What follows belongs to an exercise in optimizing a design on an open flow for small area; a production flow would make more cautious choices. For this run, only the layout was checked, not whether the RTL still works. No activity file was given, so power comes from the tool's default toggle rates.

`design/flow/design.v`:
```
`timescale 1ns / 1ps
module Rs232_Tx_nbytes(clk,reset,tx_start_flag,data_in,tx_done_flag,Rs232_Txd);
  parameter n = 8;  
  parameter N = 8;  
  parameter mlb = 0;  
  parameter BAUD_RATE = 16'h28B0;  
  input clk;
  input reset;
  input [(N*n)-1:0] data_in;
  output reg tx_start_flag;
  output reg tx_done_flag;
  output wire Rs232_Txd;
  reg [15:0] clk_count;  
  reg [N-1:0] data_buffer;  
  reg [N-1:0] data[n-1:0];  
  reg start;  
  reg [3:0] state;  
  reg tx_data;  
  reg [n-1:0] byte_counter;  
  reg [n-1:0] count;  
  always @(posedge clk) begin
    if (reset == 1'b0)
      begin
        tx_data <= 1'b1;  
        state <= 4'b0000;  
        clk_count <= 0;  
        start <= 1'b1;  
        count <= n-1;  
        tx_start_flag <= 1'b0;
        tx_done_flag <= 1'b0;
        byte_counter <= n-1;  
      end
    else
      begin
        case(state)
          4'b0000:  
            begin
              if (start)
                begin
                  state <= 4'b0001;  
                  data[count] <= data_in[(count*N) +: N];  
                  if (count >= 0)
                    begin
                      count <= count-1;  
                    end
                end
              else
                begin
                  state <= 4'b0000;  
                end
            end
          4'b0001:  
            begin
              start <= 1'b0;  
              tx_data <= 0;  
               tx_start_flag <= 1'b1;
              if ((BAUD_RATE - 1) == clk_count)  
                begin
                  state <= 4'b0010;  
                  clk_count <= 0;
                  if (mlb == 0)  
                    begin
                      data_buffer <= N-1;  
                    end
                  else
                    begin
                      data_buffer <= 0;  
                    end
                end
              else
                begin
                  state <= 4'b0001;  
                  clk_count <= clk_count + 1;  
                end
            end
          4'b0010:  
            begin
              tx_start_flag <= 1'b0;
              tx_data <= data[byte_counter][data_buffer];  
              if ((BAUD_RATE - 1) == clk_count)  
                begin
                  if (mlb == 0)
                    begin
                      data_buffer <= data_buffer-1;  
                    end
                  else
                    begin
                      data_buffer <= data_buffer + 1;  
                    end
                  if (data_buffer == 0 && mlb == 0)  
                    begin
                      state <= 4'b0011;  
                    end
                  else if (data_buffer == N-1 && mlb == 1)  
                    begin
                      state <= 4'b0011;  
                    end
                  else
                    begin
                      state <= 4'b0010;  
                    end
                  clk_count <= 0;
                end
              else
                begin
                  state <= 4'b0010;  
                  clk_count <= clk_count + 1;  
                end
            end
          4'b0011:  
            begin
              tx_start_flag <= 0;
              tx_data <= 1'b1;  
              if ((BAUD_RATE - 1) == clk_count)  
                begin
                  state <= 4'b0100;  
                  clk_count <= 0;
                  end
              else
                begin
                  state <= 4'b0011;  
                  clk_count <= clk_count + 1;
                end
            end
          4'b0100:  
            begin
              state <= 4'b0000;  
              clk_count <= 0;
              start <= 1'b1;  
              byte_counter <= byte_counter - 1;  
              if (byte_counter == 0)
                begin
                  byte_counter <= n-1;  
                  state <= 4'b1101;
                end
            end
          4'b1101:  
            begin
            tx_done_flag <= 1'b1;
              clk_count <= 0;  
            end
          default:
            begin
              state <= 4'b1101;  
            end
        endcase  
      end
  end
  assign Rs232_Txd = tx_data;  
endmodule  
`timescale 1ns / 1ps
module Rs232_Rx_nbytes(clk,reset,Rs232_Rxd,data_out);
  parameter n = 8;  
  parameter N = 8;  
  parameter mlb=0;  
  parameter BAUD_RATE = 16'h28B0;    
  input clk;   
  input reset; 
  input Rs232_Rxd;   
  output reg [(N*n)-1:0] data_out;  
  reg [15:0] clk_count;               
  reg [N+1:0] shift_reg[n-1:0];       
  reg start_bit ;                     
  reg [3:0] state;                   
  reg [(N*n)-1:0] bit_counter;        
  reg [n-1:0] byte_counter;     
  reg [n-1:0] count;                  
  always @(posedge clk) 
    begin
         if (reset == 1'b0)      
              begin 
                 state <= 4'b0000;            
                 clk_count <= 0;              
                 start_bit <= 1;              
                 byte_counter <= n-1;         
                 if(mlb==0)                   
                    begin
                      count <= n-1;           
                    end
                 else                        
                    begin
                     count<=n;               
                 end
             end 
        else
             begin
               case (state)                 
          4'b0000:  
              begin
                 if (start_bit== 1)         
                   begin
                     state <= 4'b0001;   
                   end
                else 
                  begin
                     state <= 4'b0000;      
                  end
              end
        4'b0001:  
            begin
              if ((BAUD_RATE - 1) == clk_count)  
                 begin
                     state <=  4'b0010;      
                     clk_count <= 0;         
                    if(mlb==0)              
                        begin
                           bit_counter<=N+1;       
                        end
                    else begin
                         bit_counter<=0;           
                    end
                 end 
             else
                 begin
                    state <=4'b0001;    
                    clk_count <= clk_count + 1;
                 end
          end
         4'b0010:   
             begin
                 if ((BAUD_RATE - 1) == clk_count)                  
                    begin
                      shift_reg[byte_counter][bit_counter] <= Rs232_Rxd;  
                        if(mlb==0)
                            begin
                             bit_counter <= bit_counter -1;         
                            end
                        else begin
                             bit_counter <= bit_counter +1;         
                        end
                         if(mlb==0)
                            begin
                      data_out[(count*N) +: N]<= shift_reg[byte_counter][9:2];   
                      end
                      else begin
                        data_out[(count*N-1) -: N]<= shift_reg[byte_counter][7:0];   
                      end
                        if (bit_counter ==0 &&mlb==0)begin          
                            state <=  4'b0100;  
                          end 
                          else if( bit_counter==N+1 && mlb==1) begin   
                                state <=  4'b0100;  
                          end
                       else 
                         begin
                            state <=  4'b0010;  
                         end
                      clk_count <= 0;
                    end
                 else 
                    begin
                      state <= 4'b0010;  
                      clk_count <= clk_count + 1; 
                     end
           end
          4'b0100:  
                begin
                 if(count != 0)  
                     begin
                        if((count >= 0&& count<=n-1) &&mlb==0)      
                             begin
                                  byte_counter <= byte_counter - 1; 
                                  bit_counter<=N+1;                
                                  count <= count-1;                
                             end
                        else if((count >= 0&& count<=n) && mlb==1)
                             begin
                                  byte_counter <= byte_counter - 1; 
                                  bit_counter<=0;                   
                                  count <= count-1;                 
                             end
                         clk_count <= 0;
                         state<=4'b0010;  
                    end
                 else 
                     begin
                         byte_counter <= n-1;  
                         state <= 4'b1101;     
                    end
              end
         4'b0011:   
              begin
                 state <= 2'b0011;  
                 clk_count <= 0; 
             end
      endcase 
    end
  end
endmodule  
`timescale 1ns / 1ps
module Rs232_Controller(clk,reset,data_in,Rs232_Rxd,start_flag,data_out,done_flag,Rs232_Txd);
parameter N=8;
parameter n=8;
  input clk;   
  input reset; 
  input [(N*n)-1:0] data_in;  
  output start_flag;
  output [(N*n)-1:0] data_out; 
  output done_flag;
  input Rs232_Rxd;   
  output Rs232_Txd;  
 Rs232_Tx_nbytes tx(.clk(clk),
                    .reset(reset),
                    .tx_start_flag(start_flag),
                    .data_in(data_in),
                    .tx_done_flag(done_flag),
                    .Rs232_Txd(Rs232_Txd));
 Rs232_Rx_nbytes Rx(.clk(clk),
                    .reset(reset),
                    .Rs232_Rxd(Rs232_Rxd),
                    .data_out(data_out));
endmodule  
```
`design/flow/run.sh`:
```
#!/bin/bash
# synth_recipe.tcl (not shown) runs the flow's synth.tcl, then flattens the netlist and writes it again
# the make line also repeats each setting of config.mk as NAME=value (left out here)
make -C /OpenROAD-flow-scripts/flow DESIGN_CONFIG=/design/flow/config.mk WORK_HOME=/design/flow/orfs CLKGATE_MAP_FILE= SYNTH_SCRIPT=/design/flow/synth_recipe.tcl finish
```
`design/flow/config.mk`:
```
export PLATFORM = sky130hd
export DESIGN_NAME = Rs232_Controller
export DESIGN_NICKNAME = Rs232_Controller
export VERILOG_FILES = /design/flow/design.v
export SDC_FILE = /design/flow/constraint.sdc
export NUM_CORES = 4
export LEC_CHECK = 0
export CAP_MARGIN = 20
export CORE_MARGIN = 2
export CORE_UTILIZATION = 40
export SLEW_MARGIN = 20
```
`design/flow/constraint.sdc`:
```
create_clock -name core_clock -period 10.0 [get_ports {clk}]
set_input_delay 2.0000 -clock core_clock [delete_from_list [all_inputs] [get_ports {clk}]]
set_output_delay 2.0000 -clock core_clock [all_outputs]
set_load 0.01 [all_outputs]
```
==> run summary <==
kinds of logic after synthesis:
logic type,count (synthesis),share of synthesized area
xor+xnor,94,0.0511
mux,140,0.123
flops,338,0.584
compound gates,105,0.0404
simple gates,541,0.175
fa+ha+maj,9,0.00698
buf+inv,84,0.0202
worst register-to-register path: stages (launching register included):
cell	delay, ns
edfxtp_1	0.51
inv_1	0.24
ha_1	0.26
or4b_1	0.58
nor4_1	0.58
nand4_1	0.77
nor4_1	0.55
xnor2_1	0.17
nor2_1	0.05
power by group through the flow:
stage / Clock (uW) / Sequential, uW / Combinational (uW)
finish: 1320 / 1580 / 179
global route: 1400 / 1580 / 200
CTS: 1350 / 1580 / 182
detailed placement: 0 / 1610 / 180
global placement: 0 / 1610 / 179
floorplan: 0 / 1590 / 128
synth_stat cells, types with 4 or more instances:
cell / count
xor2_1: 34
nor2_1: 201
nand2_1: 66
a31oi_1: 4
o21ai_0: 30
nor4_2: 11
nor3_1: 51
mux2i_1: 28
nand4_1: 18
clkbuf_1: 48
and2_1: 12
or2_2: 4
o22ai_1: 5
buf_1: 10
mux2_2: 73
a21oi_1: 27
a22oi_1: 5
a211oi_1: 4
mux4_2: 39
dfxtp_1: 74
edfxtp_1: 264
nor2b_1: 11
nor3b_1: 5
inv_1: 23
and3_1: 9
a221oi_1: 4
or4_1: 20
ha_1: 9
nand3_1: 40
nor4_1: 27
or3_1: 28
nand3b_1: 6
xnor2_1: 60
nand2b_1: 8
o21a_1: 5
path summary, 6_finish.rpt:
check	startpoint	end	slack, ns	cells past startpoint
max	reset	Rx.shift_reg[4][9]$_DFFE_PP_	5.25	7
min	Rx.clk_count[13]$_SDFFE_PN0P_	Rx.clk_count[13]$_SDFFE_PN0P_	0.48	1
max reg2reg	Rx.bit_counter[0]$_SDFFCE_PP1P_	Rx.bit_counter[58]$_SDFFCE_PP0P_	6.02	8
min reg2reg	Rx.clk_count[13]$_SDFFE_PN0P_	Rx.clk_count[13]$_SDFFE_PN0P_	0.48	1
cells in the final DEF, fill, tap and decap left out, types with 6 or more instances in the layout:
| cell type | synthesis | layout |
|---|---|---|
| nor3_1 | 51 | 51 |
| buf_4 | 0 | 12 |
| a21oi_1 | 27 | 27 |
| clkinv_1 | 0 | 8 |
| nand3b_1 | 6 | 6 |
| xnor2_1 | 60 | 60 |
| mux2_2 | 73 | 73 |
| nor2b_1 | 11 | 11 |
| edfxtp_1 | 264 | 264 |
| nor4_2 | 11 | 12 |
| dfxtp_1 | 74 | 74 |
| inv_1 | 23 | 22 |
| nand3_1 | 40 | 40 |
| nand2_1 | 66 | 65 |
| mux4_2 | 39 | 39 |
| nand2b_1 | 8 | 8 |
| or3_1 | 28 | 28 |
| or4_1 | 20 | 20 |
| clkbuf_1 | 48 | 9 |
| and3_1 | 9 | 9 |
| o21ai_0 | 30 | 30 |
| clkbuf_16 | 0 | 39 |
| nor2_1 | 201 | 201 |
| and2_1 | 12 | 12 |
| mux2i_1 | 28 | 28 |
| xor2_1 | 34 | 34 |
| clkdlybuf4s50_1 | 0 | 133 |
| nor4_1 | 27 | 25 |
| nand4_1 | 18 | 18 |
| ha_1 | 9 | 9 |
through the flow:
step | worst slack [ns] | area [sq um] | util | std cells | hold slack, ns
CTS | 5.22 | 19100 | 0.482 | 1986 | 0.489
detailed placement | 4.66 | 18000 | 0.453 | 1920 | 0.483
floorplan | 1.05 | 16100 | - | 1311 | 0.438
global route | 5.05 | 19100 | 0.482 | 1986 | 0.517
global placement | 4.72 | 18000 | 0.452 | 1920 | 0.464
finish | 5.25 | 19100 | 0.482 | 1986 | 0.485
metal layers:
metal,up-vias,track usage,share of wire
li1,5159,-,-
met1,5254,0.230,0.46
met2,254,0.266,0.46
met3,40,0.0293,0.060
met4,0,0.0437,0.017
met5,-,0,0
layout make-up:
class                           instances  share of cell area
Inverter                               23             0.00451
Clock buffer                           49              0.0534
Multi-Input combinational cell        889               0.335
Tap cell                              525              0.0343
Timing Repair Buffer                  145              0.0742
Sequential cell                       338               0.491
Clock inverter                         17             0.00706
==> metrics.md <==
| Metric | Value |
|---|---|
| Avg Vias per Cell | `5.39` |
| Nets | `1511` |
| Largest net degree at the start of global routing | `65` |
| Yosys reg bits | `between 300 and 400` |
| Pleak | `0.00622 uW` |
| Net count after synthesis | `1387` |
| Mapped cell area | `16100 sq um` |
| Switching share of power | `0.216` |
| RSZ-0062 raised after global routing | `no` |
| Post-synth top area share | `0.492` |
| Cells after Synth | `1311` |
| Max_slew headroom | `0.317` |
| Peak VDD IR | `0.0914 mV` |
| Logic gate share of total power | `0.058` |
| IO Pins | `approximately 130` |
| Synthesis-to-finish area growth | `18.8%` |
| Setup Total Neg Slack | `0 ns` |
| WL per Instance | `17.5 um` |
| EDFF count, synth | `264` |
| Initial antenna violation count | `0` |
| Clock buffer depth | `3` |
| Final Hold Fails | `0` |
| Worst Hold Class | `reg2reg` |
| Clock transition at path regs | `0.06 ns` |
| Fin Clk Skew | `between 0.015 and 0.02 ns` |
| Clock Power Share | `0.428` |
| Syn. warnings | `2` |
| Share of cells above drive strength 1 | `0.142` |
| CP Launch Type | `input port` |
| Critical path's slowest cell | `or3_1` |
| Number of placement rows | `73` |
| Total power | `3080 uW` |
| Full die area | `41900 sq um` |
| Sw Pwr | `665 uW` |
| F_max | `210 MHz` |
| Number of global-route vias before repair | `~10000` |
| Fin crit share | `0.475` |
| HPWL Detailed | `23000 um` |
| Seq. cell area | `around 9400 sq um` |
| Starting Density | `0.406` |
| Initial drt markers | `884` |
| Total congestion overflow | `0` |
| Max stage delay on crit path | `0.73 ns` |
| Chip Width | `between 200 and 250 um` |
| Setup-failing EPs final | `0` |
| Synthesized area per cell | `about 12 sq um` |
| CTS Root Cell | `clkbuf_16` |
| H-tree depth reported by CTS | `2` |
| Detailed-router iteration count before antenna repair | `6` |
| Internal | `about 2400 uW` |
| Area of the multi-input gates | `6420 sq um` |
| Via count | `10707` |
| First-pass GRT wire length | `55700 um` |
| Worst Path Arrival | `4.97 ns` |
| Cell taking the most area after synthesis | `edfxtp_1` |
| PostCTS Resize Cnt | `0` |
| Largest fanout on the critical path | `30` |
| All-Layer GR Usage | `0.165` |
| Crit path cell chain | `clkdlybuf4s50_1, buf_4, inv_1, or3_1, nor4_4, nand3_1, nor2_1` |
| PwrDens | `~160 nW/um^2` |
| I/O Buffers | `133` |
| CP bufs+invs | `3` |
| Clock sink total | `338` |
| Post-DRT Antenna Nets | `0` |
| Top_reg_cell synth | `edfxtp_1` |
| Critical Path End Type | `flip-flop` |
| Required @ worst endpoint | `10.22 ns` |
| Chip height | `205 um` |
| Async set-reset flop share out of synthesis | `0` |
| Max-cap viol count | `0` |
| Core area | `between 30000 and 40000 sq um` |
| N_diodes | `0` |
| Count of hold-fix buffers inserted at cts | `0` |
| Clock buffer count from CTS | `38` |
| CTS tree | `built` |
| Post-synthesis sequential area ratio | `0.584` |
| Final wirelength | `approximately 35000 um` |
| Status | `no timing/DRC/antenna violations` |
| Final worst path period need | `4.75 ns` |
| Fillers | `~3600` |
| Synth cell types | `63` |
| Top delay family on crit path | `simple AND/OR/NAND/NOR gates` |
| Synth area leaders | `edfxtp_1, dfxtp_1, mux4_2` |
| Sequential power share | `0.514` |
| Worst-margin pin slew | `a little over 1 ns` |
| WS Path Type | `in2reg` |
| Slew Limit Fails | `0` |
| Clk Latency, worst-skew pair | `~0.53 ns` |
| Number of setup buffers added after CTS | `0` |
| Drc violations | `0` |
| Final estimated routing congestion in global placement | `0.772` |

[re-timing with driven ports]
In the flow no input, the clock included, has a driving cell. The finished layout below was timed again as built, in two steps. Step 1 assumes that a clkbuf_16 drives the clock port and a buf_2 every other input. Step 2 also shifts input and output timing later by t, the mid clock arrival at the registers, as if the neighbouring blocks saw the same clock. Three values: ideal ports, drivers, drivers and shift; two values: the first two.
shift t [ns]: 0.572
setup WS [ns]: 5.249 / 5.279 / 4.707
worst setup path after step 2: input to register
After both steps setup and hold are still met in this run. For this run, drivers alone change the setup slack by +0.030 ns; drivers and shift together by -0.542 ns.
